What follows belongs to an exercise in optimizing a design on an open flow for small area, a short achievable clock period and few clock cycles; a production flow would make more cautious choices.
The RTL was checked by simulation tests, not by an equivalence proof against the original design.

$ cat flow/design.v
`timescale 1ns / 1ps
module Viterbi(
		input wire clock,
		input wire reset,
		input wire enable,
		input wire [1:0] Vinput,
		output reg outputValid,
		output reg Voutput
    );
	parameter N = 96;
	localparam NC = N - 6;        
	localparam [63:0] LAB = {2'd3,2'd2,2'd0,2'd1,2'd0,2'd1,2'd3,2'd2,
	                         2'd3,2'd2,2'd0,2'd1,2'd0,2'd1,2'd3,2'd2,
	                         2'd1,2'd0,2'd2,2'd3,2'd2,2'd3,2'd1,2'd0,
	                         2'd1,2'd0,2'd2,2'd3,2'd2,2'd3,2'd1,2'd0};  
	reg rst_q, en_q;
	reg [1:0] vin_q;
	always @(posedge clock)
	begin
		rst_q <= reset;
		en_q <= enable;
		vin_q <= Vinput;
	end
	reg [7:0] cnt;                
	reg [5*64-1:0] sm;            
	reg [5:0] min;
	localparam CW = 49;
	reg [CW*NC-1:0] surv;
	wire step = en_q & (cnt < N);
	wire pv = vin_q[1] ^ vin_q[0];
	wire full = (cnt >= 6);       
	integer i, j, k;
	reg [1:0] bmL [0:3];
	reg [4:0] D, Do;
	reg [1:0] x, y;
	reg s0, s1;
	reg [63:0] sel;
	reg [4:0] best [0:63];
	reg [4:0] base0, base1;
	always @*
	begin
		for(i = 0; i < 4; i = i + 1)
			bmL[i] = (i[1] ^ vin_q[1]) + (i[0] ^ vin_q[0]);
		for(j = 0; j < 32; j = j + 1)
		begin
			x = bmL[LAB[2*j +: 2]];
			y = 2'd2 - x;
			D = sm[(j+32)*5 +: 5] - sm[j*5 +: 5];
			Do = D ^ 5'b10000;
			case(x)
				2'd0: begin s0 = (Do <= 5'd14); s1 = (Do <= 5'd18); end
				2'd1: begin s0 = (Do <= 5'd16); s1 = s0; end
				default: begin s0 = (Do <= 5'd18); s1 = (Do <= 5'd14); end
			endcase
			s0 = s0 & full;
			s1 = s1 & full;
			sel[2*j] = s0;
			sel[2*j+1] = s1;
			base0 = s0 ? sm[(j+32)*5 +: 5] : sm[j*5 +: 5];
			base1 = s1 ? sm[(j+32)*5 +: 5] : sm[j*5 +: 5];
			best[2*j] = base0 + (s0 ? y : x);
			best[2*j+1] = base1 + (s1 ? x : y);
		end
	end
	reg [CW-1:0] newcol;
	reg dmq;
	always @*
	begin
		for(i = 0; i < 16; i = i + 1)
		begin
			dmq = i[0] ^ pv;        
			newcol[3*i+0] = dmq ? sel[2*(i+16)] : sel[2*i];
			newcol[3*i+1] = dmq ? sel[2*(i+16)+1] : sel[2*i+1];
			newcol[3*i+2] = dmq ? sel[2*i] : sel[2*(i+16)];
		end
		newcol[48] = pv;
	end
	reg [4:0] M;
	reg [63:0] lt;
	reg [5:0] minNext;
	reg c0, c1, cc, l0;
	integer n;
	always @*
	begin
		M = sm[min*5 +: 5];
		for(i = 0; i < 64; i = i + 2)
		begin
			c0 = 1'b0;
			c1 = 1'b0;
			cc = 1'b0;
			for(n = 0; n < 4; n = n + 1)
			begin
				c0 = (~best[i][n] & M[n]) | ((~best[i][n] | M[n]) & c0);
				c1 = (~best[i+1][n] & M[n]) | ((~best[i+1][n] | M[n]) & c1);
				cc = (~best[i+1][n] & sm[i*5+n]) | ((~best[i+1][n] | sm[i*5+n]) & cc);
			end
			l0 = best[i][4] ^ M[4] ^ c0;
			lt[i] = l0;
			lt[i+1] = l0 ? (best[i+1][4] ^ sm[i*5+4] ^ cc) : (best[i+1][4] ^ M[4] ^ c1);
			M = lt[i+1] ? sm[(i+1)*5 +: 5] : (lt[i] ? sm[i*5 +: 5] : M);
		end
	end
	reg [63:0] any1;
	reg [5:0] idx1 [0:63];
	always @*
	begin
		for(i = 0; i < 64; i = i + 1)
		begin
			any1[i] = lt[i];
			idx1[i] = 6'd0;
		end
		for(k = 1; k < 64; k = k * 2)
			for(i = 0; i < 64; i = i + 2*k)
			begin
				idx1[i] = any1[i+k] ? (idx1[i+k] | k) : idx1[i];
				any1[i] = any1[i] | any1[i+k];
			end
		minNext = any1[0] ? idx1[0] : min;
	end
	localparam KS = 51;
	reg [5:0] S, Smid;
	reg [N-1:0] tb;
	reg [CW-1:0] col;
	reg [2:0] h4 [0:7];
	reg [2:0] h3 [0:3];
	reg [2:0] h2 [0:1];
	reg [2:0] w;
	reg x0, x1;
	reg [5:0] Sup;
	always @*
	begin
		S = min;
		Sup = 6'd0;
		for(i = 0; i < 6; i = i + 1)
			tb[N-1-i] = min[i];
		for(k = N - 1; k >= 6; k = k - 1)
		begin
			if(k == KS - 1)
			begin
				Sup = S;
				S = Smid;
			end
			col = surv[(k-6)*CW +: CW];
			for(i = 0; i < 8; i = i + 1) h4[i] = S[1] ? col[3*(2*i+1) +: 3] : col[3*(2*i) +: 3];
			for(i = 0; i < 4; i = i + 1) h3[i] = S[2] ? h4[2*i+1] : h4[2*i];
			for(i = 0; i < 2; i = i + 1) h2[i] = S[3] ? h3[2*i+1] : h3[2*i];
			w = S[4] ? h2[1] : h2[0];
			x0 = (S[1] ^ col[48]) ? w[2] : (S[0] ? w[1] : w[0]);
			x1 = (S[1] ^ col[48]) ? (S[0] ? w[1] : w[0]) : w[2];
			tb[k-6] = S[5] ? x1 : x0;
			S = {tb[k-6], S[5:1]};
		end
	end
	always @(posedge clock)
		Smid <= Sup;
	always @(posedge clock)
	begin
		if(step)
		begin
			for(i = 0; i < 64; i = i + 1)
				sm[i*5 +: 5] <= best[i];
			if(full)
			begin
				surv <= {newcol, surv[CW*NC-1:CW]};
				min <= minNext;
			end
		end
		if(rst_q)
		begin
			cnt <= 8'd0;
			min <= 6'd0;
			sm[4:0] <= 5'd0;      
		end
		else if(step || (cnt >= N && cnt < 2 * N + 2))
			cnt <= cnt + 8'd1;
	end
	wire [7:0] oidx = cnt - 8'd97;
	always @(posedge clock)
	begin
		if(reset || rst_q)
			outputValid <= 1'b0;
		else
			outputValid <= (cnt >= N + 1) && (cnt < 2 * N + 1);
		Voutput <= tb[oidx[6:0]];
	end
endmodule
$ cat flow/run.sh
#!/bin/bash
# synth_recipe.tcl (not shown) runs the flow's synth.tcl, then flattens the netlist and writes it again
# the make line also repeats each setting of config.mk as NAME=value (left out here)
make -C /OpenROAD-flow-scripts/flow DESIGN_CONFIG=/design/flow/config.mk WORK_HOME=/design/flow/orfs CLKGATE_MAP_FILE= SYNTH_SCRIPT=/design/flow/synth_recipe.tcl finish
$ cat flow/config.mk
export PLATFORM = sky130hd
export DESIGN_NAME = Viterbi
export DESIGN_NICKNAME = Viterbi
export VERILOG_FILES = /design/flow/design.v
export SDC_FILE = /design/flow/constraint.sdc
export NUM_CORES = 4
export LEC_CHECK = 0
export CAP_MARGIN = 20
export CORE_MARGIN = 2
export CORE_UTILIZATION = 50
export CTS_BUF_LIST = sky130_fd_sc_hd__clkbuf_8
export CTS_CLUSTER_DIAMETER = 45
export CTS_CLUSTER_SIZE = 18
export PLACE_DENSITY = 0.6
export SLEW_MARGIN = 20
$ cat flow/constraint.sdc
create_clock -name core_clock -period 500.0 [get_ports {clock}]
set_input_delay 100.0000 -clock core_clock [delete_from_list [all_inputs] [get_ports {clock}]]
set_output_delay 100.0000 -clock core_clock [all_outputs]
set_load 0.01 [all_outputs]
==> impl_metrics.json, run 1 <==
{
  "status": "complete, no violations",
  "worstSetupEndpointType": "primary output",
  "worst_setup_path_start_kind": "flop",
  "syn-cell-area_um2": 222000,
  "cts_resized": 0,
  "io_pins": 7,
  "hold_path_class": "flop to flop",
  "cts_root_buffer": "clkbuf_8",
  "cts_sinks": 4756,
  "numPortBuffers": 6,
  "cts_buffers": 556,
  "yosys_warnings": 7,
  "crit_slowest_cell": "clkdlybuf4s50_1",
  "setup_tns_ns": 0,
  "routedWlPerCell_um": 28.4,
  "synth_top_family_by_area": "multiplexers",
  "synth_compound_area_share_pct": 7.20,
  "final_area_um2": 242000,
  "yosysSeqAreaShare_pct": 64.1,
  "layout_commonest_cell": "edfxtp_1",
  "track_usage_pct": 24.6,
  "regToRegSetupSlack_ns": 430.90,
  "post-route-min-period_ns": 102.05,
  "core_area_um2": 442000,
  "clock_latency_ns": 1.26,
  "muxShareOfSynthArea_pct": 16.5,
  "finalSetupViolCount": 0,
  "fmax_mhz": 9.80,
  "rsz0062_at_grt": "false",
  "post_cts_buffers": 0,
  "dpl_worst_slack_ns": 398.74,
  "worstReg2RegEnd": "min[0]",
  "path_depth": 1,
  "critical-path-max-stage-delay_ns": 0.53,
  "grt_max_degree": 221,
  "reg2regPathDepth": 190,
  "post-route-util_pct": 54.8,
  "drv_cap": 0,
  "yosys_register_bits": 4756,
  "cpLargestDelayFamily": "buffers and inverters",
  "worstPathCellList": "clkdlybuf4s50_1",
  "hpwlAfterDp_um": 389000,
  "synth.avg_cell_area_um2": 16.9,
  "crit_fanout": 1,
  "async_reset_ff_share_pct": 0,
  "crit_type": "flop to primary output",
  "drc": 0,
  "via_per_inst": 6.24,
  "cp-endpoint": "outputValid",
  "htreeDepth": 6,
  "drive_gt1_share_pct": 23.4,
  "grt_pass1_vias": 124000,
  "synth-simple-area-share_pct": 4.29,
  "report.final.slew_viol_count": 0,
  "path_buf_inv": 1,
  "maxSlewHeadroom_pct": 17.9,
  "tightest_slew_ns": 1.23,
  "hold_ws_ns": 0.386,
  "synth-edff-count": 4725,
  "vias": 123000,
  "fin_crit_sh_pct": 20.4,
  "crit_arrival_ns": 2.05,
  "synth_fa_ha_area_share_pct": 2.94,
  "area_growth_pct": 9.07,
  "grt_pass1_wl_um": 832000,
  "place_inst": 18700,
  "most-common-layout-cells": "edfxtp_1, mux4_2, nand2_1",
  "fp.dieArea_um2": 450000,
  "syn-instance-count": 13100,
  "antenna_found_initial": 45,
  "synth_top_flop_cell": "edfxtp_1",
  "gp_congestion": 0.986,
  "nFillCells": 34600,
  "timing.rr.start": "sm[2]",
  "die_x_um": 671,
  "wl_met2_um": 263000,
  "place_area_um2": 230000,
  "critPathLaunch": "outputValid",
  "synth_xor_area_share_pct": 2.87,
  "hold_start": "surv[4305]",
  "num_rows": 244,
  "m1WireLength_um": 238000,
  "holdBufCountCts": 0,
  "cts_buffer_depth": 4,
  "setup_slack_ns": 397.95,
  "drtIter0Drc": 13100,
  "layoutNonFillerInstCount": 19800,
  "yosysUniqueCellTypes": 203,
  "routed_wl_um": 562000,
  "wl_met3_um": 40100,
  "top_layer_used": "met5",
  "grt_overflow": 0,
  "hold_viol": 0,
  "first_pass_iters": 7,
  "clock_skew_ns": 0.119,
  "initial_utilization_pct": 50.3,
  "path_clk_slew_ns": 0.09,
  "synth_fp_nets": 13500,
  "cp.required_ns": 400.00,
  "die_y_um": 671,
  "final_nets": 13700,
  "drtAntennaViolNets": 0,
  "cts_tree": "done"
}
[state kept, by name, summed over array words and instances, names as in the netlist]
name,count
surv,4410
sm,320
cnt,8
Smid,6
min,6
vin_q,2
Voutput,1
en_q,1
outputValid,1
rst_q,1
[worst reg2reg max path: cells and delay by family (launching register included)]
| kind | cells | cell delay, ns |
|---|---|---|
| compound gates | 105 | 39.94 |
| buf+inv | 6 | 1.01 |
| xor+xnor | 12 | 5.01 |
| simple gates | 46 | 14.21 |
| fa+ha+maj | 10 | 3.42 |
| flops | 1 | 0.69 |
| mux | 11 | 4.84 |
[cell type report]
type	count	area (um2)	area share [%]
multi-input combinational	7388	76300	31.5
antenna	20	50.0	0.0206
clock inverter	446	4680	1.93
timing repair buffer	235	1950	0.805
tap	5904	7390	3.05
sequential	4756	143000	58.8
clock buffer	576	7930	3.27
inverter	433	1640	0.677
[cells by family (layout without fill, tap and decap cells)]
| family | Yosys count | after routing |
|---|---|---|
| AO/OA/AOI/OAI | 2182 | 2182 |
| XOR/XNOR | 690 | 690 |
| adder cells (fa/ha/maj) | 485 | 485 |
| buffers and inverters | 983 | 1690 |
| flip-flops | 4756 | 4756 |
| multiplexers | 2083 | 2083 |
| other | 0 | 20 |
| AND/OR/NAND/NOR | 1948 | 1948 |
[how the worst min path moves through the flow]
stage	endpoint	slack, ns	depth (start not counted)
final	surv[4256]	0.39	0
after global routing	surv[4273]	0.42	0
after CTS	surv[4273]	0.39	0
after detailed placement	surv[76]	0.43	0
after global placement	surv[2563]	0.42	0
after floorplan	surv[1007]	0.42	0
[cells in the mapped netlist, types with 26 or more instances]
| master | n | area, um2 |
|---|---|---|
| a211oi_1 | 137 | 1030 |
| a21o_1 | 98 | 736 |
| a21oi_1 | 467 | 2340 |
| a31o_2 | 34 | 298 |
| a31oi_1 | 52 | 325 |
| and2_1 | 42 | 263 |
| buf_1 | 87 | 327 |
| buf_6 | 55 | 619 |
| clkbuf_1 | 351 | 1320 |
| dfxtp_1 | 31 | 621 |
| edfxtp_1 | 4725 | 142000 |
| fa_1 | 96 | 1920 |
| ha_1 | 268 | 3350 |
| inv_1 | 423 | 1590 |
| maj3_1 | 87 | 871 |
| maj3_2 | 30 | 338 |
| mux2_2 | 227 | 2560 |
| mux2i_1 | 607 | 6080 |
| mux4_1 | 57 | 1500 |
| mux4_2 | 1161 | 26100 |
| nand2_1 | 730 | 2740 |
| nand2b_1 | 30 | 188 |
| nand3_1 | 112 | 561 |
| nand4_1 | 32 | 200 |
| nor2_1 | 487 | 1830 |
| nor2b_1 | 73 | 457 |
| nor3_1 | 92 | 460 |
| nor4_1 | 26 | 163 |
| o2111ai_1 | 36 | 315 |
| o211ai_1 | 101 | 758 |
| o21ai_0 | 419 | 2100 |
| o21ai_1 | 58 | 290 |
| o22a_1 | 26 | 228 |
| o22ai_1 | 38 | 238 |
| o31ai_1 | 64 | 480 |
| o41ai_1 | 43 | 377 |
| or2_2 | 41 | 257 |
| or3_1 | 29 | 181 |
| xnor2_1 | 352 | 3080 |
| xor2_1 | 307 | 2690 |
[metal layers]
metal,vias up,global-route usage (%)
met5,-,0
met4,26,8.32
met3,1010,4.45
met2,4526,38.8
met1,64100,34.7
li1,53600,-
Testbench counts, summed over its fixed seeds: cycles 24,832.
==> inputs of run 2 (changes only) <==
--- a/flow/design.v
+++ b/flow/design.v
@@ -117,42 +117,51 @@
 			end
 		minNext = any1[0] ? idx1[0] : min;
 	end
-	localparam KS = 51;
+	localparam K = 10;
 	reg [5:0] S, Smid;
-	reg [N-1:0] tb;
+	reg [N-7-K:0] tb;
+	reg [K+5:0] ub, ubits;
 	reg [CW-1:0] col;
 	reg [2:0] h4 [0:7];
 	reg [2:0] h3 [0:3];
 	reg [2:0] h2 [0:1];
 	reg [2:0] w;
-	reg x0, x1;
+	reg x0, x1, p;
 	reg [5:0] Sup;
 	always @*
 	begin
-		S = min;
+		S = minNext;
 		Sup = 6'd0;
 		for(i = 0; i < 6; i = i + 1)
-			tb[N-1-i] = min[i];
+			ub[K+5-i] = minNext[i];
 		for(k = N - 1; k >= 6; k = k - 1)
 		begin
-			if(k == KS - 1)
+			if(k == N - K - 1)
 			begin
 				Sup = S;
 				S = Smid;
 			end
-			col = surv[(k-6)*CW +: CW];
+			col = (k == N - 1) ? newcol : (k >= N - K) ? surv[(k-5)*CW +: CW] : surv[(k-6)*CW +: CW];
 			for(i = 0; i < 8; i = i + 1) h4[i] = S[1] ? col[3*(2*i+1) +: 3] : col[3*(2*i) +: 3];
 			for(i = 0; i < 4; i = i + 1) h3[i] = S[2] ? h4[2*i+1] : h4[2*i];
 			for(i = 0; i < 2; i = i + 1) h2[i] = S[3] ? h3[2*i+1] : h3[2*i];
 			w = S[4] ? h2[1] : h2[0];
 			x0 = (S[1] ^ col[48]) ? w[2] : (S[0] ? w[1] : w[0]);
 			x1 = (S[1] ^ col[48]) ? (S[0] ? w[1] : w[0]) : w[2];
-			tb[k-6] = S[5] ? x1 : x0;
-			S = {tb[k-6], S[5:1]};
+			p = S[5] ? x1 : x0;
+			if(k >= N - K)
+				ub[k-(N-K)] = p;
+			else
+				tb[k-6] = p;
+			S = {p, S[5:1]};
 		end
 	end
 	always @(posedge clock)
-		Smid <= Sup;
+		if(step && cnt == N - 1)
+		begin
+			Smid <= Sup;
+			ubits <= ub;
+		end
 	always @(posedge clock)
 	begin
 		if(step)
@@ -171,16 +180,17 @@
 			min <= 6'd0;
 			sm[4:0] <= 5'd0;      
 		end
-		else if(step || (cnt >= N && cnt < 2 * N + 2))
+		else if(step || (cnt >= N && cnt < 2 * N + 1))
 			cnt <= cnt + 8'd1;
 	end
-	wire [7:0] oidx = cnt - 8'd97;
+	wire [7:0] oidx = cnt - 8'd96;
+	wire [N-1:0] bits = {ubits, tb};
 	always @(posedge clock)
 	begin
 		if(reset || rst_q)
 			outputValid <= 1'b0;
 		else
-			outputValid <= (cnt >= N + 1) && (cnt < 2 * N + 1);
-		Voutput <= tb[oidx[6:0]];
+			outputValid <= (cnt >= N) && (cnt < 2 * N);
+		Voutput <= bits[oidx[6:0]];
 	end
 endmodule
==> run 2 against run 1 <==
Compared with the run above:
- still clean
- wire length increased by 1.3%
- critical path depth unchanged
- area after synthesis increased by 0.43%
- count of clock-buffer cells in the layout decreased by 13
- sequential cell count increased by 10
- die area increased by 0.43%
- register-to-register slack got worse by 18 ns
- maximum frequency about the same
==> impl_metrics.json, run 2 <==
{
  "status": "complete, no violations",
  "antenna_found_initial": 24,
  "die_x_um": 672,
  "hold_start": "surv[3934]",
  "clock_skew_ns": 0.0840,
  "layoutNonFillerInstCount": 20100,
  "hold_path_class": "flop to flop",
  "via_per_inst": 6.21,
  "largestRegisters": "surv (4410), sm (320), ubits (16)",
  "tightest_slew_ns": 1.19,
  "crit_fanout": 1,
  "place_inst": 19100,
  "synth_area_leaders": "edfxtp_1, mux4_2, mux2i_1",
  "grtUsageMet3_pct": 3.83,
  "initial_utilization_pct": 50.2,
  "drv_cap": 0,
  "synth_common_cells": "edfxtp_1, mux4_2, mux2i_1, nand2_1, nor2_1",
  "syn-instance-count": 13500,
  "async_reset_ff_share_pct": 0,
  "finalSetupViolCount": 0,
  "drtAntennaViolNets": 0,
  "cts_buffers": 543,
  "timing.rr.start": "ubits[3]",
  "cts_resized": 0,
  "track_usage_pct": 24.8,
  "htreeDepth": 6,
  "top_register": "surv",
  "drc": 0,
  "grt_pass1_wl_um": 843000,
  "critical-path-max-stage-delay_ns": 0.54,
  "setup_slack_ns": 397.95,
  "gp_congestion": 0.977,
  "grt_overflow": 0,
  "report.final.slew_viol_count": 0,
  "fp.dieArea_um2": 452000,
  "critPathLaunch": "outputValid",
  "cts_buffer_depth": 4,
  "synth.avg_cell_area_um2": 16.6,
  "largest_register_ff_count": 4410,
  "synth_top_flop_cell": "edfxtp_1",
  "worstSetupEndpointType": "primary output",
  "post-route-min-period_ns": 102.06,
  "area_growth_pct": 8.57,
  "grtUsageMet2_pct": 41.1,
  "rsz0062_at_grt": "false",
  "setup_tns_ns": 0,
  "grt_max_degree": 209,
  "first_pass_iters": 6,
  "clock_latency_ns": 1.20,
  "cts_root_buffer": "clkbuf_8",
  "vias": 124000,
  "path_buf_inv": 1,
  "top_usage_layer": "met2",
  "final_nets": 14000,
  "crit_arrival_ns": 2.06,
  "most-common-layout-cells": "edfxtp_1, mux4_2, mux2i_1",
  "fmax_mhz": 9.80,
  "yosys_register_bits": 4766,
  "worst_setup_path_start_kind": "flop",
  "yosys.area.top_type": "edfxtp_1",
  "grt_use_met1_pct": 33.2,
  "drive_gt1_share_pct": 22.0,
  "hold_viol": 0,
  "maxSlewHeadroom_pct": 19.5,
  "path_clk_slew_ns": 0.10,
  "drtIter0Drc": 12400,
  "synth_fp_nets": 13800,
  "core_area_um2": 445000,
  "layout_commonest_cell": "edfxtp_1",
  "post_cts_buffers": 0,
  "numPortBuffers": 6,
  "worstPathCellList": "clkdlybuf4s50_1",
  "cts_sinks": 4766,
  "synth-edff-count": 4741,
  "die_y_um": 672,
  "holdBufCountCts": 0,
  "hpwlAfterDp_um": 396000,
  "grt_pass1_vias": 126000,
  "crit_type": "flop to primary output",
  "cp.required_ns": 400.00,
  "dpl_worst_slack_ns": 399.09,
  "cts_tree": "done",
  "netlist.area_leader.share_pct": 63.8,
  "fin_crit_sh_pct": 20.4,
  "cpLargestDelayFamily": "buffers and inverters",
  "hold_ws_ns": 0.423,
  "yosysSeqAreaShare_pct": 64.0,
  "num_rows": 245,
  "yosys_warnings": 7,
  "yosysMostFrequentCell": "edfxtp_1",
  "io_pins": 7,
  "routedWlPerCell_um": 28.4,
  "routed_wl_um": 569000,
  "syn-cell-area_um2": 223000,
  "yosysUniqueCellTypes": 203,
  "crit_slowest_cell": "clkdlybuf4s50_1"
}
-- run 2: kinds of logic (layout without fill, tap and decap cells) --
logic type | count (synthesis) | count (layout) | synth area share [%]
xor gates and xnor gates | 656 | 656 | 2.67
AOI/OAI and AO/OA | 2162 | 2162 | 7.14
adders and majority gates | 480 | 480 | 2.89
and+or+nand+nor | 2131 | 2131 | 4.81
buffers and inverters | 1056 | 1717 | 2.24
DFF | 4766 | 4766 | 64.0
other | 0 | 8 | 0
muxes | 2206 | 2206 | 16.3
-- run 2: path summary, 6_finish.rpt --
| check | to | slack (ns) | cells past startpoint |
|---|---|---|---|
| worst max-delay path | outputValid | 397.95 | 1 |
| worst min-delay path | surv[3885] | 0.42 | 0 |
| worst max register to register | Voutput | 413.21 | 264 |
| worst min register to register | surv[3885] | 0.42 | 0 |
-- run 2: cell type report --
class,instances,area [um2]
clock inverters,432,4390
diodes,8,20.0
well taps,5928,7420
repair buffers,236,1940
multi-input cells,7635,76200
fillers,35100,203000
inverters,486,1850
flip-flops and latches,4766,143000
clock buffers,563,7750
-- run 2: per-stage QoR --
step	instance area, um2	util [%]
global placement	230000	51.7
floorplan	223000	-
CTS	242000	54.4
global route	242000	54.5
finish	242000	54.5
detailed placement	230000	51.7
-- run 2: layer usage --
metal	share of wire [%]	vias to the layer above
met1	41	64600
li1	-	54500
met4	4.2	22
met5	0.026	-
met2	49	4209
met3	6.0	1098
Testbench counts of run 2, summed over its fixed seeds: cycles 24,704.
==> inputs of run 3 (changes only) <==
--- a/flow/design.v
+++ b/flow/design.v
@@ -78,26 +78,43 @@
 	reg [4:0] M;
 	reg [63:0] lt;
 	reg [5:0] minNext;
-	reg c0, c1, cc, l0;
-	integer n;
+	reg [3:0] ca;           
+	reg [3:0] cm [0:2];     
+	reg c, t;
+	reg [4:0] ca_a, ca_b;
+	integer n, l, g;
 	always @*
 	begin
 		M = sm[min*5 +: 5];
-		for(i = 0; i < 64; i = i + 2)
-		begin
-			c0 = 1'b0;
-			c1 = 1'b0;
-			cc = 1'b0;
-			for(n = 0; n < 4; n = n + 1)
-			begin
-				c0 = (~best[i][n] & M[n]) | ((~best[i][n] | M[n]) & c0);
-				c1 = (~best[i+1][n] & M[n]) | ((~best[i+1][n] | M[n]) & c1);
-				cc = (~best[i+1][n] & sm[i*5+n]) | ((~best[i+1][n] | sm[i*5+n]) & cc);
-			end
-			l0 = best[i][4] ^ M[4] ^ c0;
-			lt[i] = l0;
-			lt[i+1] = l0 ? (best[i+1][4] ^ sm[i*5+4] ^ cc) : (best[i+1][4] ^ M[4] ^ c1);
-			M = lt[i+1] ? sm[(i+1)*5 +: 5] : (lt[i] ? sm[i*5 +: 5] : M);
+		for(g = 0; g < 64; g = g + 4)
+		begin
+			for(l = 0; l < 4; l = l + 1)
+			begin
+				ca_a = best[g+l];
+				c = 1'b0;
+				for(n = 0; n < 4; n = n + 1)
+					c = (~ca_a[n] & M[n]) | ((~ca_a[n] | M[n]) & c);
+				ca[l] = ca_a[4] ^ M[4] ^ c;
+			end
+			for(k = 0; k < 3; k = k + 1)
+			begin
+				cm[k] = 4'd0;
+				for(l = k + 1; l < 4; l = l + 1)
+				begin
+					ca_a = best[g+l];
+					ca_b = sm[(g+k)*5 +: 5];
+					c = 1'b0;
+					for(n = 0; n < 4; n = n + 1)
+						c = (~ca_a[n] & ca_b[n]) | ((~ca_a[n] | ca_b[n]) & c);
+					cm[k][l] = ca_a[4] ^ ca_b[4] ^ c;
+				end
+			end
+			lt[g] = ca[0];
+			lt[g+1] = lt[g] ? cm[0][1] : ca[1];
+			lt[g+2] = lt[g+1] ? cm[1][2] : (lt[g] ? cm[0][2] : ca[2]);
+			lt[g+3] = lt[g+2] ? cm[2][3] : (lt[g+1] ? cm[1][3] : (lt[g] ? cm[0][3] : ca[3]));
+			M = lt[g+3] ? sm[(g+3)*5 +: 5] : lt[g+2] ? sm[(g+2)*5 +: 5] :
+			    lt[g+1] ? sm[(g+1)*5 +: 5] : lt[g] ? sm[g*5 +: 5] : M;
 		end
 	end
 	reg [63:0] any1;
@@ -117,7 +134,7 @@
 			end
 		minNext = any1[0] ? idx1[0] : min;
 	end
-	localparam K = 10;
+	localparam K = 20;
 	reg [5:0] S, Smid;
 	reg [N-7-K:0] tb;
 	reg [K+5:0] ub, ubits;
==> flow/flow/run.sh (new file) <==
#!/bin/bash
# Own layout flow: the standard ORFS flow (standard.sh) with two changes:
#  * the ABC script that maps the combinational logic in synthesis is an
#    area-oriented one (flow/abc_area_map.script: structural choices + amap);
#    registers, their names and cell types come out of synthesis unchanged;
#  * clock tree synthesis inserts no dummy load cells.
# Each make/tool step writes its own log under orfs/logs; make's output goes
# to flow_make.log.
set -euo pipefail
work=$(pwd)
rm -rf "$work/orfs_scripts"
cp -r "$FLOW_HOME/scripts" "$work/orfs_scripts"
cp "$work/flow/abc_area_map.script" "$work/orfs_scripts/abc_speed.script"
export CTS_ARGS="-sink_clustering_enable -repair_clock_nets -sink_clustering_size 18 -sink_clustering_max_diameter 45 -buf_list sky130_fd_sc_hd__clkbuf_8 -dont_use_dummy_load"
bash "$work/standard.sh" SCRIPTS_DIR="$work/orfs_scripts" finish > "$work/flow_make.log" 2>&1
==> flow/flow/abc_area_map.script (new file) <==
strash
dch -f
amap
strash
dch -f
amap
topo
stime -c
buffer -c
dnsize -c
==> flow/standard.sh (new file) <==
#!/bin/bash
# synth_recipe.tcl (not shown) runs the flow's synth.tcl, then flattens the netlist and writes it again
# the make line also repeats each setting of config.mk as NAME=value (left out here)
make -C /OpenROAD-flow-scripts/flow DESIGN_CONFIG=/design/flow/config.mk WORK_HOME=/design/flow/orfs CLKGATE_MAP_FILE= SYNTH_SCRIPT=/design/flow/synth_recipe.tcl "${@:-finish}"
removed: flow/run.sh
==> run 3 against run 2 <==
Compared with the run above:
- still clean
- worst hold slack worse by 0.058 ns
- count of clock-buffer cells in the layout is 28 lower
==> impl_metrics.json, run 3 <==
{
  "regToRegSetupSlack_ns": 397.63,
  "die_x_um": 654,
  "yosysSeqAreaShare_pct": 67.8,
  "largestRegisters": "surv (4410), sm (320), ubits (26)",
  "clock_latency_ns": 1.30,
  "syn-cell-area_um2": 211000,
  "final_area_um2": 225000,
  "fmax_mhz": 9.77,
  "worst_setup_path_start_kind": "flop",
  "crit_arrival_ns": 103.31,
  "antenna_found_initial": 20,
  "drtIter0Drc": 18600,
  "grt_overflow": 0,
  "yosys.area.top_type": "edfxtp_1",
  "syn-instance-count": 15900,
  "yosysMostFrequentCell": "edfxtp_1",
  "drc": 0,
  "final_nets": 16100,
  "via_per_inst": 6.86,
  "finalSetupViolCount": 0,
  "status": "complete, no violations",
  "crit_slowest_cell": "o32ai_1",
  "layout_commonest_cell": "edfxtp_1",
  "most-common-layout-cells": "edfxtp_1, o22ai_1, a21oi_1",
  "reg2regPathDepth": 362,
  "synth_top_flop_cell": "edfxtp_1",
  "synth_common_cells": "edfxtp_1, o22ai_1, a21oi_1, nor2_1, inv_1",
  "routed_wl_um": 637000,
  "vias": 147000,
  "tightest_slew_ns": 1.22,
  "holdBufCountCts": 0,
  "grt_max_degree": 188,
  "critical-path-max-stage-delay_ns": 1.00,
  "drtAntennaViolNets": 0,
  "cts_resized": 0,
  "worstReg2RegEnd": "ubits[0]",
  "hold_viol": 0,
  "core_area_um2": 420000,
  "drv_cap": 0,
  "path_common_cell": "inv_1",
  "cts_root_buffer": "clkbuf_8",
  "cts_sinks": 4776,
  "routedWlPerCell_um": 29.7,
  "whs_path_depth": 0,
  "die_y_um": 654,
  "crit_fanout": 54,
  "fp.dieArea_um2": 428000,
  "cts_tree": "done",
  "cp.required_ns": 500.94,
  "hpwlAfterDp_um": 423000,
  "place_area_um2": 218000,
  "synth_area_leaders": "edfxtp_1, o22ai_1, a221oi_1",
  "hold_start": "surv[3447]",
  "synth.avg_cell_area_um2": 13.3,
  "cts_buffers": 535,
  "grt_pass1_wl_um": 929000,
  "timing.rr.start": "min[0]",
  "yosys_warnings": 8,
  "holdPathEnd": "surv[3398]",
  "post_cts_buffers": 0,
  "worstSetupEndpointType": "flop",
  "netlist.area_leader.share_pct": 67.5,
  "path_clk_slew_ns": 0.09,
  "setup_tns_ns": 0,
  "hold_path_class": "flop to flop",
  "crit_type": "flop to flop",
  "synth_fp_nets": 16300,
  "num_rows": 238,
  "post-route-min-period_ns": 102.37,
  "yosys_register_bits": 4776,
  "clock_skew_ns": 0.165,
  "maxSlewHeadroom_pct": 18.4,
  "grt_pass1_vias": 138000,
  "htreeDepth": 6,
  "numPortBuffers": 6,
  "track_usage_pct": 28.8,
  "synth-edff-count": 4751,
  "first_pass_iters": 6,
  "io_pins": 7,
  "largest_register_ff_count": 4410,
  "gp_congestion": 1.03,
  "yosysUniqueCellTypes": 77,
  "cts_buffer_depth": 4,
  "report.final.slew_viol_count": 0,
  "top_register": "surv",
  "async_reset_ff_share_pct": 0,
  "fin_crit_sh_pct": 20.5,
  "drive_gt1_share_pct": 7.12,
  "nFillCells": 35000,
  "area_growth_pct": 6.54,
  "initial_utilization_pct": 50.2,
  "rsz0062_at_grt": "false"
}
-- run 3: logic make-up (layout without fill, tap and decap cells) --
| group | after synthesis | in the layout | share of synthesized area [%] |
|---|---|---|---|
| adders and majority gates | 364 | 364 | 2.50 |
| xor gates and xnor gates | 3 | 3 | 0.0124 |
| other | 0 | 9 | 0 |
| DFF | 4776 | 4776 | 67.8 |
| buffers and inverters | 2039 | 1878 | 3.98 |
| AOI/OAI and AO/OA | 6945 | 6945 | 22.3 |
| and+or+nand+nor | 1810 | 1810 | 3.49 |
-- run 3: worst max-delay path: cells and delay by family (launching register included) --
family                 cells  cell delay, ns
buffers and inverters    108           31.94
DFF                        1            0.49
and+or+nand+nor           56            7.83
AOI/OAI and AO/OA        198           61.13
-- run 3: how the worst max path moves through the flow --
stage	start	end	slack, ns
6_report	min[0]	ubits[0]	397.63
5_1_grt	sm[160]	ubits[0]	389.08
4_1_cts	Voutput	Voutput	397.79
3_5_place_dp	reset	outputValid	398.62
3_3_place_gp	reset	outputValid	396.77
2_1_floorplan	cnt[0]	min[1]	285.08
-- run 3: routing by layer --
metal / global-route usage [%] / routed length (um) / vias up
li1: - / - / 64800
met1: 40.1 / 263000 / 73900
met2: 44.8 / 292000 / 6938
met3: 5.49 / 54700 / 1304
met4: 11.1 / 28000 / 10
met5: 0 / 58 / -
-- run 3: through the flow --
stage / cells / utilization, % / setup slack (ns) / hold slack, ns
after floorplan: 15900 / - / 285.08 / 0.400
after global placement: 20900 / 51.7 / 396.77 / 0.401
after detailed placement: 20900 / 51.8 / 398.62 / 0.405
after CTS: 21400 / 53.5 / 397.79 / 0.363
after global routing: 21400 / 53.5 / 389.08 / 0.368
final: 21400 / 53.5 / 397.63 / 0.365
-- run 3: area by class of cell --
| cell class | count | area (um2) | share of cell area [%] |
|---|---|---|---|
| inverter | 1004 | 3780 | 1.68 |
| tap | 5640 | 7060 | 3.14 |
| antenna | 9 | 22.5 | 0.0100 |
| sequential | 4776 | 143000 | 63.6 |
| timing repair buffer | 339 | 2750 | 1.22 |
| clock buffer | 535 | 7360 | 3.27 |
| multi-input combinational | 9122 | 60900 | 27.1 |
Testbench counts of run 3, summed over its fixed seeds: cycles 24,704.
==> inputs of run 4 (changes only) <==
--- a/flow/design.v
+++ b/flow/design.v
@@ -8,7 +8,7 @@
 		output reg Voutput
     );
 	parameter N = 96;
-	localparam NC = N - 6;        
+	localparam NC = N - 7;        
 	localparam [63:0] LAB = {2'd3,2'd2,2'd0,2'd1,2'd0,2'd1,2'd3,2'd2,
 	                         2'd3,2'd2,2'd0,2'd1,2'd0,2'd1,2'd3,2'd2,
 	                         2'd1,2'd0,2'd2,2'd3,2'd2,2'd3,2'd1,2'd0,
@@ -158,7 +158,7 @@
 				Sup = S;
 				S = Smid;
 			end
-			col = (k == N - 1) ? newcol : (k >= N - K) ? surv[(k-5)*CW +: CW] : surv[(k-6)*CW +: CW];
+			col = (k == N - 1) ? newcol : surv[(k-6)*CW +: CW];
 			for(i = 0; i < 8; i = i + 1) h4[i] = S[1] ? col[3*(2*i+1) +: 3] : col[3*(2*i) +: 3];
 			for(i = 0; i < 4; i = i + 1) h3[i] = S[2] ? h4[2*i+1] : h4[2*i];
 			for(i = 0; i < 2; i = i + 1) h2[i] = S[3] ? h3[2*i+1] : h3[2*i];
@@ -187,7 +187,8 @@
 				sm[i*5 +: 5] <= best[i];
 			if(full)
 			begin
-				surv <= {newcol, surv[CW*NC-1:CW]};
+				if(cnt != N - 1)
+					surv <= {newcol, surv[CW*NC-1:CW]};
 				min <= minNext;
 			end
 		end
--- a/flow/config.mk
+++ b/flow/config.mk
@@ -7,9 +7,9 @@
 export LEC_CHECK = 0
 export CAP_MARGIN = 20
 export CORE_MARGIN = 2
-export CORE_UTILIZATION = 50
+export CORE_UTILIZATION = 60
 export CTS_BUF_LIST = sky130_fd_sc_hd__clkbuf_8
 export CTS_CLUSTER_DIAMETER = 45
 export CTS_CLUSTER_SIZE = 18
-export PLACE_DENSITY = 0.6
+export PLACE_DENSITY = 0.7
 export SLEW_MARGIN = 20
==> run 4 against run 3 <==
Compared with the run above:
- highest routed layer unchanged
- clock skew is 0.014 ns lower
- largest cell class unchanged
- wire length is 7.9% lower
- critical path type unchanged
- core utilization is 9.9 points higher
- non-clock buffer count is 25 lower
- critical path depth is 9 lower
- worst hold slack better by 0.0034 ns
==> impl_metrics.json, run 4 <==
{
  "path_buf_inv": 102,
  "final_nets": 16000,
  "yosys_warnings": 8,
  "area_growth_pct": 5.33,
  "path_clk_slew_ns": 0.09,
  "layout_commonest_cell": "edfxtp_1",
  "initial_utilization_pct": 60.2,
  "clock_latency_ns": 1.23,
  "fp.dieArea_um2": 355000,
  "io_pins": 7,
  "core_area_um2": 349000,
  "hold_viol": 0,
  "num_rows": 217,
  "path_depth": 353,
  "yosysUniqueCellTypes": 81,
  "die_x_um": 596,
  "syn-cell-area_um2": 210000,
  "top_usage_layer": "met2",
  "post_cts_buffers": 0,
  "cts_sinks": 4727,
  "yosysMostFrequentCell": "edfxtp_1",
  "vias": 147000,
  "holdBufCountCts": 0,
  "tightest_slew_ns": 1.34,
  "nFillCells": 25700,
  "hold_ws_ns": 0.368,
  "hpwlAfterDp_um": 388000,
  "fin_crit_sh_pct": 21.7,
  "yosys_register_bits": 4727,
  "cts_resized": 0,
  "layoutNonFillerInstCount": 20300,
  "critical-path-max-stage-delay_ns": 0.91,
  "place_inst": 19800,
  "grt_max_degree": 216,
  "post-route-util_pct": 63.4,
  "antenna_found_initial": 14,
  "top_register": "surv",
  "gp_congestion": 1.06,
  "synth.avg_cell_area_um2": 13.2,
  "cts_tree": "done",
  "grt_overflow": 0,
  "reg2regPathDepth": 353,
  "final_area_um2": 221000,
  "synth_common_cells": "edfxtp_1, o22ai_1, a21oi_1, nor2_1, inv_1",
  "track_usage_pct": 32.0,
  "grt_use_met1_pct": 44.1,
  "synth_fp_nets": 16300,
  "regToRegSetupSlack_ns": 391.57,
  "die_y_um": 596,
  "rsz0062_at_grt": "false",
  "post-route-min-period_ns": 108.43,
  "grtUsageMet3_pct": 6.37,
  "cts_root_buffer": "clkbuf_8",
  "async_reset_ff_share_pct": 0,
  "grt_pass1_wl_um": 869000,
  "cts_buffer_depth": 4,
  "drtAntennaViolNets": 0,
  "largestRegisters": "surv (4361), sm (320), ubits (26)",
  "routedWlPerCell_um": 28.9,
  "critPathLaunch": "sm[2]",
  "place_area_um2": 215000,
  "clock_skew_ns": 0.150,
  "synth_top_flop_cell": "edfxtp_1",
  "worstSetupEndpointType": "flop",
  "status": "complete, no violations",
  "via_per_inst": 7.23,
  "drive_gt1_share_pct": 6.68,
  "fmax_mhz": 9.22,
  "crit_arrival_ns": 109.41,
  "path_common_cell": "inv_1",
  "drc": 0,
  "first_pass_iters": 9,
  "yosys.area.top_type": "edfxtp_1",
  "cpLargestDelayFamily": "compound AO/OA/AOI/OAI gates",
  "setup_tns_ns": 0,
  "drv_cap": 0,
  "most-common-layout-cells": "edfxtp_1, o22ai_1, a21oi_1",
  "largest_register_ff_count": 4361,
  "numPortBuffers": 6,
  "netlist.area_leader.share_pct": 67.2,
  "crit_type": "flop to flop",
  "hold_start": "surv[1967]",
  "dpl_worst_slack_ns": 395.22,
  "syn-instance-count": 15900,
  "synth_area_leaders": "edfxtp_1, o22ai_1, a221oi_1",
  "cp-endpoint": "ubits[0]",
  "finalSetupViolCount": 0,
  "crit_fanout": 53,
  "synth-edff-count": 4702,
  "grt_pass1_vias": 137000,
  "report.final.slew_viol_count": 0,
  "htreeDepth": 5,
  "drtIter0Drc": 20400,
  "hold_path_class": "flop to flop",
  "timing.rr.start": "sm[2]",
  "grtUsageMet2_pct": 49.1,
  "setup_slack_ns": 391.57,
  "maxSlewHeadroom_pct": 10.3,
  "crit_slowest_cell": "o21ai_0",
  "worstReg2RegEnd": "ubits[0]",
  "cts_buffers": 470,
  "worst_setup_path_start_kind": "flop",
  "yosysSeqAreaShare_pct": 67.4,
  "routed_wl_um": 587000,
  "cp.required_ns": 500.98
}
==> run 4: cell count changes in the layout (fill, tap and decap cells not counted), sizes merged, moves of 19 or more <==
cell    change
inv        -19
buf        -24
a221oi     +28
o22a       +20
o21ai      -19
nor2       +56
edfxtp     -49
nand2      -27
o22ai      -21
clkbuf     -65
a21oi      +58
o221ai     -50
==> run 4: final cells by class <==
type / instances / area, um2 / share of cell area (%)
diodes: 4 / 10.0 / 0.00452
clock buffers: 470 / 6470 / 2.92
well taps: 4599 / 5750 / 2.60
repair buffers: 314 / 2530 / 1.14
inverters: 1001 / 3760 / 1.70
multi-input cells: 9158 / 61100 / 27.6
flip-flops and latches: 4727 / 142000 / 64.0
==> run 4: how the worst min path moves through the flow <==
stage	to	slack, ns	cells after the start
2_1_floorplan	surv[3333]	0.42	0
3_3_place_gp	surv[4169]	0.42	0
3_5_place_dp	surv[3333]	0.43	0
4_1_cts	surv[1836]	0.36	0
5_1_grt	surv[1940]	0.39	0
6_report	surv[1918]	0.37	0
==> run 4: kinds of logic (layout without fill, tap and decap cells) <==
family,Yosys count,after routing,synth area share [%]
compound gates,6964,6964,22.4
xor+xnor,5,5,0.0208
fa+ha+maj,364,364,2.51
buf+inv,2039,1785,4.05
flops,4727,4727,67.4
other cells,0,4,0
simple gates,1825,1825,3.53
==> run 4: metal layers <==
| metal | up-vias | part of all wire (%) |
|---|---|---|
| li1 | 64400 | - |
| met4 | 8 | 5.5 |
| met1 | 72000 | 38 |
| met3 | 1600 | 11 |
| met2 | 8535 | 45 |
| met5 | - | 0.014 |
==> run 4: worst register-to-register path: cells and delay by family, from the launching register on <==
kind / cells / cell delay, ns
fa+ha+maj: 3 / 1.02
xor+xnor: 1 / 0.21
buf+inv: 102 / 32.85
flops: 1 / 0.55
simple gates: 56 / 7.66
compound gates: 191 / 65.99
Testbench counts of run 4, summed over its fixed seeds: cycles 24,704.
==> inputs of run 5 (changes only) <==
--- a/flow/design.v
+++ b/flow/design.v
@@ -8,7 +8,7 @@
 		output reg Voutput
     );
 	parameter N = 96;
-	localparam NC = N - 7;        
+	localparam NC = N - 6;        
 	localparam [63:0] LAB = {2'd3,2'd2,2'd0,2'd1,2'd0,2'd1,2'd3,2'd2,
 	                         2'd3,2'd2,2'd0,2'd1,2'd0,2'd1,2'd3,2'd2,
 	                         2'd1,2'd0,2'd2,2'd3,2'd2,2'd3,2'd1,2'd0,
@@ -81,7 +81,7 @@
 	reg [3:0] ca;           
 	reg [3:0] cm [0:2];     
 	reg c, t;
-	reg [4:0] ca_a, ca_b;
+	reg [4:0] ua, ub;
 	integer n, l, g;
 	always @*
 	begin
@@ -90,23 +90,23 @@
 		begin
 			for(l = 0; l < 4; l = l + 1)
 			begin
-				ca_a = best[g+l];
+				ua = best[g+l];
 				c = 1'b0;
 				for(n = 0; n < 4; n = n + 1)
-					c = (~ca_a[n] & M[n]) | ((~ca_a[n] | M[n]) & c);
-				ca[l] = ca_a[4] ^ M[4] ^ c;
+					c = (~ua[n] & M[n]) | ((~ua[n] | M[n]) & c);
+				ca[l] = ua[4] ^ M[4] ^ c;
 			end
 			for(k = 0; k < 3; k = k + 1)
 			begin
 				cm[k] = 4'd0;
 				for(l = k + 1; l < 4; l = l + 1)
 				begin
-					ca_a = best[g+l];
-					ca_b = sm[(g+k)*5 +: 5];
+					ua = best[g+l];
+					ub = sm[(g+k)*5 +: 5];
 					c = 1'b0;
 					for(n = 0; n < 4; n = n + 1)
-						c = (~ca_a[n] & ca_b[n]) | ((~ca_a[n] | ca_b[n]) & c);
-					cm[k][l] = ca_a[4] ^ ca_b[4] ^ c;
+						c = (~ua[n] & ub[n]) | ((~ua[n] | ub[n]) & c);
+					cm[k][l] = ua[4] ^ ub[4] ^ c;
 				end
 			end
 			lt[g] = ca[0];
@@ -134,51 +134,42 @@
 			end
 		minNext = any1[0] ? idx1[0] : min;
 	end
-	localparam K = 20;
+	localparam KS = 51;
 	reg [5:0] S, Smid;
-	reg [N-7-K:0] tb;
-	reg [K+5:0] ub, ubits;
+	reg [N-1:0] tb;
 	reg [CW-1:0] col;
 	reg [2:0] h4 [0:7];
 	reg [2:0] h3 [0:3];
 	reg [2:0] h2 [0:1];
 	reg [2:0] w;
-	reg x0, x1, p;
+	reg x0, x1;
 	reg [5:0] Sup;
 	always @*
 	begin
-		S = minNext;
+		S = min;
 		Sup = 6'd0;
 		for(i = 0; i < 6; i = i + 1)
-			ub[K+5-i] = minNext[i];
+			tb[N-1-i] = min[i];
 		for(k = N - 1; k >= 6; k = k - 1)
 		begin
-			if(k == N - K - 1)
+			if(k == KS - 1)
 			begin
 				Sup = S;
 				S = Smid;
 			end
-			col = (k == N - 1) ? newcol : surv[(k-6)*CW +: CW];
+			col = surv[(k-6)*CW +: CW];
 			for(i = 0; i < 8; i = i + 1) h4[i] = S[1] ? col[3*(2*i+1) +: 3] : col[3*(2*i) +: 3];
 			for(i = 0; i < 4; i = i + 1) h3[i] = S[2] ? h4[2*i+1] : h4[2*i];
 			for(i = 0; i < 2; i = i + 1) h2[i] = S[3] ? h3[2*i+1] : h3[2*i];
 			w = S[4] ? h2[1] : h2[0];
 			x0 = (S[1] ^ col[48]) ? w[2] : (S[0] ? w[1] : w[0]);
 			x1 = (S[1] ^ col[48]) ? (S[0] ? w[1] : w[0]) : w[2];
-			p = S[5] ? x1 : x0;
-			if(k >= N - K)
-				ub[k-(N-K)] = p;
-			else
-				tb[k-6] = p;
-			S = {p, S[5:1]};
-		end
-	end
-	always @(posedge clock)
-		if(step && cnt == N - 1)
-		begin
-			Smid <= Sup;
-			ubits <= ub;
-		end
+			tb[k-6] = S[5] ? x1 : x0;
+			S = {tb[k-6], S[5:1]};
+		end
+	end
+	always @(posedge clock)
+		Smid <= Sup;
 	always @(posedge clock)
 	begin
 		if(step)
@@ -187,8 +178,7 @@
 				sm[i*5 +: 5] <= best[i];
 			if(full)
 			begin
-				if(cnt != N - 1)
-					surv <= {newcol, surv[CW*NC-1:CW]};
+				surv <= {newcol, surv[CW*NC-1:CW]};
 				min <= minNext;
 			end
 		end
@@ -198,17 +188,16 @@
 			min <= 6'd0;
 			sm[4:0] <= 5'd0;      
 		end
-		else if(step || (cnt >= N && cnt < 2 * N + 1))
+		else if(step || (cnt >= N && cnt < 2 * N + 2))
 			cnt <= cnt + 8'd1;
 	end
-	wire [7:0] oidx = cnt - 8'd96;
-	wire [N-1:0] bits = {ubits, tb};
+	wire [7:0] oidx = cnt - 8'd97;
 	always @(posedge clock)
 	begin
 		if(reset || rst_q)
 			outputValid <= 1'b0;
 		else
-			outputValid <= (cnt >= N) && (cnt < 2 * N);
-		Voutput <= bits[oidx[6:0]];
+			outputValid <= (cnt >= N + 1) && (cnt < 2 * N + 1);
+		Voutput <= tb[oidx[6:0]];
 	end
 endmodule
==> flow/flow/run.sh (replaced) <==
#!/bin/bash
# Own layout flow: the standard ORFS flow (standard.sh), with one change:
# the ABC script that maps the combinational logic in synthesis is replaced by
# an area-oriented one (flow/abc_area_map.script: structural choices + amap).
# Registers, their names and cell types come out of synthesis unchanged.
set -euo pipefail
work=$(pwd)
rm -rf "$work/orfs_scripts"
cp -r "$FLOW_HOME/scripts" "$work/orfs_scripts"
cp "$work/flow/abc_area_map.script" "$work/orfs_scripts/abc_speed.script"
bash "$work/standard.sh" SCRIPTS_DIR="$work/orfs_scripts" finish > "$work/flow_make.log" 2>&1
--- a/flow/config.mk
+++ b/flow/config.mk
@@ -7,9 +7,9 @@
 export LEC_CHECK = 0
 export CAP_MARGIN = 20
 export CORE_MARGIN = 2
-export CORE_UTILIZATION = 60
+export CORE_UTILIZATION = 50
 export CTS_BUF_LIST = sky130_fd_sc_hd__clkbuf_8
 export CTS_CLUSTER_DIAMETER = 45
 export CTS_CLUSTER_SIZE = 18
-export PLACE_DENSITY = 0.7
+export PLACE_DENSITY = 0.6
 export SLEW_MARGIN = 20
==> run 5 against run 4 <==
Compared with the run above:
- core utilization decreased by 8.6 points
- still clean
- maximum frequency increased by 6.3%
- register-to-register slack improved by 26 ns
- sequential cell count increased by 29
- global-route usage decreased by 4.1 points
==> impl_metrics.json, run 5 <==
{
  "layout_commonest_cell": "edfxtp_1",
  "hold_viol": 0,
  "yosys_warnings": 8,
  "reg2regPathDepth": 241,
  "die_x_um": 651,
  "initial_utilization_pct": 50.3,
  "post_cts_buffers": 0,
  "drtAntennaViolNets": 0,
  "critPathLaunch": "outputValid",
  "antenna_found_initial": 13,
  "fp.dieArea_um2": 424000,
  "via_per_inst": 6.76,
  "yosysSeqAreaShare_pct": 68.0,
  "maxSlewHeadroom_pct": 14.8,
  "regToRegSetupSlack_ns": 417.38,
  "synth_fp_nets": 16200,
  "crit_slowest_cell": "clkdlybuf4s50_1",
  "hold_ws_ns": 0.375,
  "path_buf_inv": 1,
  "cts_buffers": 536,
  "final-seq-area_um2": 143000,
  "nFillCells": 34100,
  "io_pins": 7,
  "worstSetupEndpointType": "primary output",
  "finalSetupViolCount": 0,
  "final_area_um2": 229000,
  "clock_skew_ns": 0.120,
  "die_y_um": 651,
  "grt_overflow": 0,
  "drv_cap": 0,
  "whs_path_depth": 0,
  "crit_fanout": 1,
  "yosys.area.top_type": "edfxtp_1",
  "first_pass_iters": 9,
  "tightest_slew_ns": 1.27,
  "hold_start": "surv[2349]",
  "place_area_um2": 216000,
  "area_growth_pct": 9.11,
  "place_inst": 20700,
  "worst_setup_path_start_kind": "flop",
  "drive_gt1_share_pct": 8.86,
  "most-common-layout-cells": "edfxtp_1, o22ai_1, a21oi_1",
  "synth_common_cells": "edfxtp_1, o22ai_1, a21oi_1, nor2_1, inv_1",
  "holdBufCountCts": 0,
  "critical-path-max-stage-delay_ns": 0.52,
  "core_area_um2": 417000,
  "cts_root_buffer": "clkbuf_8",
  "cts_sinks": 4756,
  "vias": 146000,
  "syn-instance-count": 15900,
  "gp_congestion": 0.984,
  "setup_slack_ns": 397.95,
  "holdPathEnd": "surv[2300]",
  "timing.rr.start": "min[0]",
  "rsz0062_at_grt": "false",
  "cts_resized": 0,
  "cts_tree": "done",
  "top_register": "surv",
  "routed_wl_um": 616000,
  "drc": 0,
  "largestRegisters": "surv (4410), sm (320), cnt (8)",
  "fin_crit_sh_pct": 20.4,
  "report.final.slew_viol_count": 0,
  "m1WireLength_um": 260000,
  "worstReg2RegEnd": "min[4]",
  "synth.avg_cell_area_um2": 13.2,
  "wl_met2_um": 281000,
  "cp.required_ns": 400.00,
  "cts_buffer_depth": 4,
  "hold_path_class": "flop to flop",
  "final_nets": 16100,
  "yosysUniqueCellTypes": 56,
  "path_clk_slew_ns": 0.10,
  "post-route-min-period_ns": 102.05,
  "setup_tns_ns": 0,
  "async_reset_ff_share_pct": 0,
  "syn-cell-area_um2": 210000,
  "grt_pass1_vias": 138000,
  "top_layer_used": "met5",
  "status": "complete, no violations",
  "clock_latency_ns": 1.28,
  "synth-edff-count": 4725,
  "dpl_worst_slack_ns": 399.04,
  "crit_arrival_ns": 2.05,
  "hpwlAfterDp_um": 401000,
  "htreeDepth": 6,
  "worstPathCellList": "clkdlybuf4s50_1",
  "netlist.area_leader.share_pct": 67.7,
  "track_usage_pct": 27.9,
  "synth_top_flop_cell": "edfxtp_1",
  "grt_max_degree": 191,
  "largest_register_ff_count": 4410,
  "grt_pass1_wl_um": 906000,
  "routedWlPerCell_um": 28.4,
  "numPortBuffers": 6,
  "synth_area_leaders": "edfxtp_1, o22ai_1, a221oi_1",
  "fmax_mhz": 9.80,
  "layoutNonFillerInstCount": 21700,
  "yosysMostFrequentCell": "edfxtp_1",
  "num_rows": 237,
  "wl_met3_um": 52600,
  "post-route-util_pct": 54.8,
  "crit_type": "flop to primary output",
  "yosys_register_bits": 4756,
  "multi_input_area_um2": 60400,
  "drtIter0Drc": 18800,
  "cpLargestDelayFamily": "buffers and inverters"
}
-- run 5: cell count changes after synthesis, moves of 24 or more --
cell	previous run	this run
a31oi_1	110	149
o21ai_0	281	253
o221ai_1	251	275
clkbuf_1	736	805
a21oi_1	1390	1354
buf_1	192	226
nor2_1	1131	1043
clkbuf_8	61	0
a211oi_1	69	98
o22a_1	415	374
inv_1	939	988
nand2_1	359	334
o22ai_1	2801	2884
o22a_2	36	0
-- run 5: logic make-up (layout without fill, tap and decap cells) --
kind of cell             count (synthesis)  in the layout  synth area share (%)
AND/OR/NAND/NOR                       1708           1708                  3.32
XOR/XNOR                                 2              2               0.00836
other                                    0              8                     0
flip-flops                            4756           4756                  68.0
adder cells (fa/ha/maj)                364            364                  2.52
buffers and inverters                 2073           2368                  3.72
AO/OA/AOI/OAI                         6964           6964                  22.4
-- run 5: cell type report --
| type | count | share of cell area [%] |
|---|---|---|
| Tap cell | 5497 | 3.01 |
| Antenna cell | 8 | 0.00876 |
| Clock inverter | 436 | 2.00 |
| Clock buffer | 543 | 3.27 |
| Inverter | 1037 | 1.71 |
| Timing Repair Buffer | 352 | 1.23 |
| Sequential cell | 4756 | 62.3 |
| Multi-Input combinational cell | 9038 | 26.4 |
-- run 5: worst max-delay path by stage --
stage	endpoint	slack (ns)	cells past startpoint
global placement	outputValid	399.05	4
detailed placement	outputValid	399.04	4
floorplan	min[4]	269.18	13
finish	outputValid	397.95	1
global route	outputValid	397.85	1
CTS	outputValid	397.80	1
-- run 5: per-layer routing --
| layer | global-route usage, % | vias to the layer above |
|---|---|---|
| li1 | - | 65100 |
| met1 | 39.8 | 73500 |
| met2 | 43.0 | 6664 |
| met3 | 5.15 | 1202 |
| met4 | 9.80 | 10 |
| met5 | 0 | - |
Testbench counts of run 5, summed over its fixed seeds: cycles 24,832.
==> inputs of run 6 (changes only) <==
--- a/flow/design.v
+++ b/flow/design.v
@@ -8,7 +8,7 @@
 		output reg Voutput
     );
 	parameter N = 96;
-	localparam NC = N - 6;        
+	localparam NC = N - 7;        
 	localparam [63:0] LAB = {2'd3,2'd2,2'd0,2'd1,2'd0,2'd1,2'd3,2'd2,
 	                         2'd3,2'd2,2'd0,2'd1,2'd0,2'd1,2'd3,2'd2,
 	                         2'd1,2'd0,2'd2,2'd3,2'd2,2'd3,2'd1,2'd0,
@@ -142,15 +142,25 @@
 	reg [2:0] h3 [0:3];
 	reg [2:0] h2 [0:1];
 	reg [2:0] w;
-	reg x0, x1;
+	reg x0, x1, p, p95, p95r;
 	reg [5:0] Sup;
 	always @*
 	begin
-		S = min;
-		Sup = 6'd0;
+		S = minNext;
+		col = newcol;
+		for(i = 0; i < 8; i = i + 1) h4[i] = S[1] ? col[3*(2*i+1) +: 3] : col[3*(2*i) +: 3];
+		for(i = 0; i < 4; i = i + 1) h3[i] = S[2] ? h4[2*i+1] : h4[2*i];
+		for(i = 0; i < 2; i = i + 1) h2[i] = S[3] ? h3[2*i+1] : h3[2*i];
+		w = S[4] ? h2[1] : h2[0];
+		x0 = (S[1] ^ col[48]) ? w[2] : (S[0] ? w[1] : w[0]);
+		x1 = (S[1] ^ col[48]) ? (S[0] ? w[1] : w[0]) : w[2];
+		p95 = S[5] ? x1 : x0;
 		for(i = 0; i < 6; i = i + 1)
 			tb[N-1-i] = min[i];
-		for(k = N - 1; k >= 6; k = k - 1)
+		tb[N-7] = p95r;
+		S = {p95r, min[5:1]};
+		Sup = 6'd0;
+		for(k = N - 2; k >= 6; k = k - 1)
 		begin
 			if(k == KS - 1)
 			begin
@@ -164,12 +174,17 @@
 			w = S[4] ? h2[1] : h2[0];
 			x0 = (S[1] ^ col[48]) ? w[2] : (S[0] ? w[1] : w[0]);
 			x1 = (S[1] ^ col[48]) ? (S[0] ? w[1] : w[0]) : w[2];
-			tb[k-6] = S[5] ? x1 : x0;
-			S = {tb[k-6], S[5:1]};
-		end
-	end
-	always @(posedge clock)
+			p = S[5] ? x1 : x0;
+			tb[k-6] = p;
+			S = {p, S[5:1]};
+		end
+	end
+	always @(posedge clock)
+	begin
 		Smid <= Sup;
+		if(step && cnt == N - 1)
+			p95r <= p95;
+	end
 	always @(posedge clock)
 	begin
 		if(step)
@@ -178,7 +193,8 @@
 				sm[i*5 +: 5] <= best[i];
 			if(full)
 			begin
-				surv <= {newcol, surv[CW*NC-1:CW]};
+				if(cnt != N - 1)
+					surv <= {newcol, surv[CW*NC-1:CW]};
 				min <= minNext;
 			end
 		end
==> flow/flow/run.sh (replaced) <==
#!/bin/bash
# Own layout flow: the standard ORFS flow (standard.sh) with three changes:
#  * the ABC script that maps the combinational logic in synthesis is an
#    area-oriented one (flow/abc_area_map.script: structural choices + amap);
#    registers, their names and cell types come out of synthesis unchanged;
#  * clock tree synthesis inserts no dummy load cells;
#  * the port buffers are buf_2 cells (by default a delay buffer is picked).
# Each make/tool step writes its own log under orfs/logs; make's output goes
# to flow_make.log.
set -euo pipefail
work=$(pwd)
rm -rf "$work/orfs_scripts"
cp -r "$FLOW_HOME/scripts" "$work/orfs_scripts"
cp "$work/flow/abc_area_map.script" "$work/orfs_scripts/abc_speed.script"
export CTS_ARGS="-sink_clustering_enable -repair_clock_nets -sink_clustering_size 18 -sink_clustering_max_diameter 45 -buf_list sky130_fd_sc_hd__clkbuf_8 -dont_use_dummy_load"
export BUFFER_PORTS_ARGS="-buffer_cell sky130_fd_sc_hd__buf_2"
bash "$work/standard.sh" SCRIPTS_DIR="$work/orfs_scripts" finish > "$work/flow_make.log" 2>&1
==> run 6 against run 5 <==
Compared with the run above:
- still clean
- core utilization fell by 1.3 points
- clock skew down 0.0084 ns
- setup slack better by 0.40 ns
- critical path type unchanged
==> impl_metrics.json, run 6 <==
{
  "maxSlewHeadroom_pct": 11.9,
  "cts_tree": "done",
  "largest_register_ff_count": 4361,
  "critical-path-max-stage-delay_ns": 0.31,
  "area_growth_pct": 6.87,
  "holdBufCountCts": 0,
  "routedWlPerCell_um": 30.0,
  "yosysMostFrequentCell": "edfxtp_1",
  "post-route-min-period_ns": 101.65,
  "clock_latency_ns": 1.24,
  "routed_wl_um": 635000,
  "final_nets": 16100,
  "cts_root_buffer": "clkbuf_8",
  "grt_max_degree": 199,
  "drc": 0,
  "htreeDepth": 6,
  "netlist.area_leader.share_pct": 67.4,
  "yosys_register_bits": 4708,
  "status": "complete, no violations",
  "top_usage_layer": "met1",
  "antenna_found_initial": 20,
  "crit_arrival_ns": 1.65,
  "fmax_mhz": 9.84,
  "finalSetupViolCount": 0,
  "crit_type": "flop to primary output",
  "top_register": "surv",
  "clock_skew_ns": 0.111,
  "track_usage_pct": 28.9,
  "worstSetupEndpointType": "primary output",
  "synth.avg_cell_area_um2": 13.1,
  "crit_slowest_cell": "dfxtp_1",
  "grtUsageMet3_pct": 6.71,
  "fp.dieArea_um2": 422000,
  "numPortBuffers": 6,
  "syn-cell-area_um2": 208000,
  "synth_fp_nets": 16200,
  "yosys.area.top_type": "edfxtp_1",
  "via_per_inst": 6.89,
  "path_buf_inv": 1,
  "initial_utilization_pct": 50.1,
  "rsz0062_at_grt": "false",
  "async_reset_ff_share_pct": 0,
  "grtUsageMet2_pct": 42.2,
  "cts_buffer_depth": 4,
  "hpwlAfterDp_um": 416000,
  "drive_gt1_share_pct": 7.01,
  "grt_pass1_vias": 136000,
  "first_pass_iters": 7,
  "worstPathCellList": "buf_2",
  "vias": 146000,
  "fin_crit_sh_pct": 20.3,
  "grt_overflow": 0,
  "grt_use_met1_pct": 42.6,
  "tightest_slew_ns": 1.32,
  "cts_resized": 0,
  "io_pins": 7,
  "crit_fanout": 1,
  "synth_area_leaders": "edfxtp_1, o22ai_1, a21oi_1",
  "cpLargestDelayFamily": "flip-flops",
  "die_x_um": 649,
  "worst_setup_path_start_kind": "flop",
  "layout_commonest_cell": "edfxtp_1",
  "yosys_warnings": 8,
  "drtAntennaViolNets": 0,
  "cp.required_ns": 400.00,
  "yosysSeqAreaShare_pct": 67.7,
  "drv_cap": 0,
  "synth-edff-count": 4677,
  "setup_tns_ns": 0,
  "cts_sinks": 4708,
  "largestRegisters": "surv (4361), sm (320), cnt (8)",
  "path_clk_slew_ns": 0.11,
  "nFillCells": 34400,
  "core_area_um2": 416000,
  "synth_common_cells": "edfxtp_1, o22ai_1, a21oi_1, nor2_1, inv_1",
  "post_cts_buffers": 0,
  "syn-instance-count": 15800,
  "grt_pass1_wl_um": 922000,
  "report.final.slew_viol_count": 0,
  "most-common-layout-cells": "edfxtp_1, o22ai_1, a21oi_1",
  "yosysUniqueCellTypes": 62,
  "cts_buffers": 540,
  "die_y_um": 649,
  "drtIter0Drc": 19500,
  "synth_top_flop_cell": "edfxtp_1",
  "hold_viol": 0,
  "num_rows": 237,
  "gp_congestion": 0.982,
  "hold_path_class": "flop to flop"
}
-- run 6: cell type report --
cell class	count	area [um2]	area share, %
antenna	9	22.5	0.0101
clock buffer	540	7430	3.34
inverter	1018	3840	1.72
multi-input combinational	9083	60600	27.2
sequential	4708	141000	63.4
tap	5497	6880	3.09
timing repair buffer	349	2710	1.22
-- run 6: per-layer routing --
metal	vias to the layer above	part of all wire, %
met4	10	3.7
met1	72900	43
li1	64500	-
met5	-	0.010
met3	1164	10
met2	7599	43
-- run 6: per-stage QoR --
stage	utilization [%]	setup WS [ns]	cells	instance area [um2]	hold slack, ns
6_report	53.5	398.35	21200	223000	0.393
5_1_grt	53.5	398.23	21200	223000	0.332
4_1_cts	53.5	398.22	21200	222000	0.351
3_5_place_dp	51.7	399.15	20700	215000	0.429
3_3_place_gp	51.7	399.13	20700	215000	0.425
2_1_floorplan	-	389.88	15800	208000	0.417
-- run 6: worst paths after layout --
kind / end / start / cells past startpoint / slack [ns]
worst max-delay path: outputValid / outputValid / 1 / 398.35
worst min-delay path: surv[110] / surv[159] / 0 / 0.39
worst max register to register: p95r / sm[1] / 261 / 418.83
worst min register to register: surv[110] / surv[159] / 0 / 0.39
-- run 6: logic make-up after synthesis --
group,count (synthesis),share of synthesized area [%]
fa+ha+maj,364,2.53
buf+inv,2047,3.73
compound gates,7039,22.7
flops,4708,67.7
simple gates,1677,3.29
xor+xnor,3,0.0126
Testbench counts of run 6, summed over its fixed seeds: cycles 24,832.

## port drivers added, routing unchanged
The flow's constraints put no driver on any port. The routed layouts listed below were extracted and timed again, unchanged, in two steps.
Step 1 (the two cells are an assumption about what drives the block):
set clk [get_ports {clock}]
set_driving_cell -lib_cell sky130_fd_sc_hd__clkbuf_16 $clk
set_driving_cell -lib_cell sky130_fd_sc_hd__buf_2 [delete_from_list [all_inputs] $clk]
Step 2 moves the port delays by t, midway between the first and last clock arrival at a register: inputs arrive t later, outputs are due t later. That takes back most of the time a late clock gives input paths.
Three values: ideal ports, drivers, drivers and shift; two values: the first two.
run | t (ns) | setup slack, ns | worst data-port slew with drivers (ns)
run 1 | 1.310 | 397.952 / 397.842 / 398.702 | 0.03
run 2 | 1.273 | 397.945 / 397.835 / 399.109 | 0.04
run 3 | 1.318 | 397.630 / 397.630 / 397.630 | 0.05
run 4 | 1.256 | 391.571 / 391.571 / 391.571 | 0.04
run 5 | 1.343 | 397.953 / 397.839 / 398.988 | 0.03
run 6 | 1.321 | 398.350 / 398.229 / 399.157 | 0.03
After both steps every run listed still meets setup and hold.
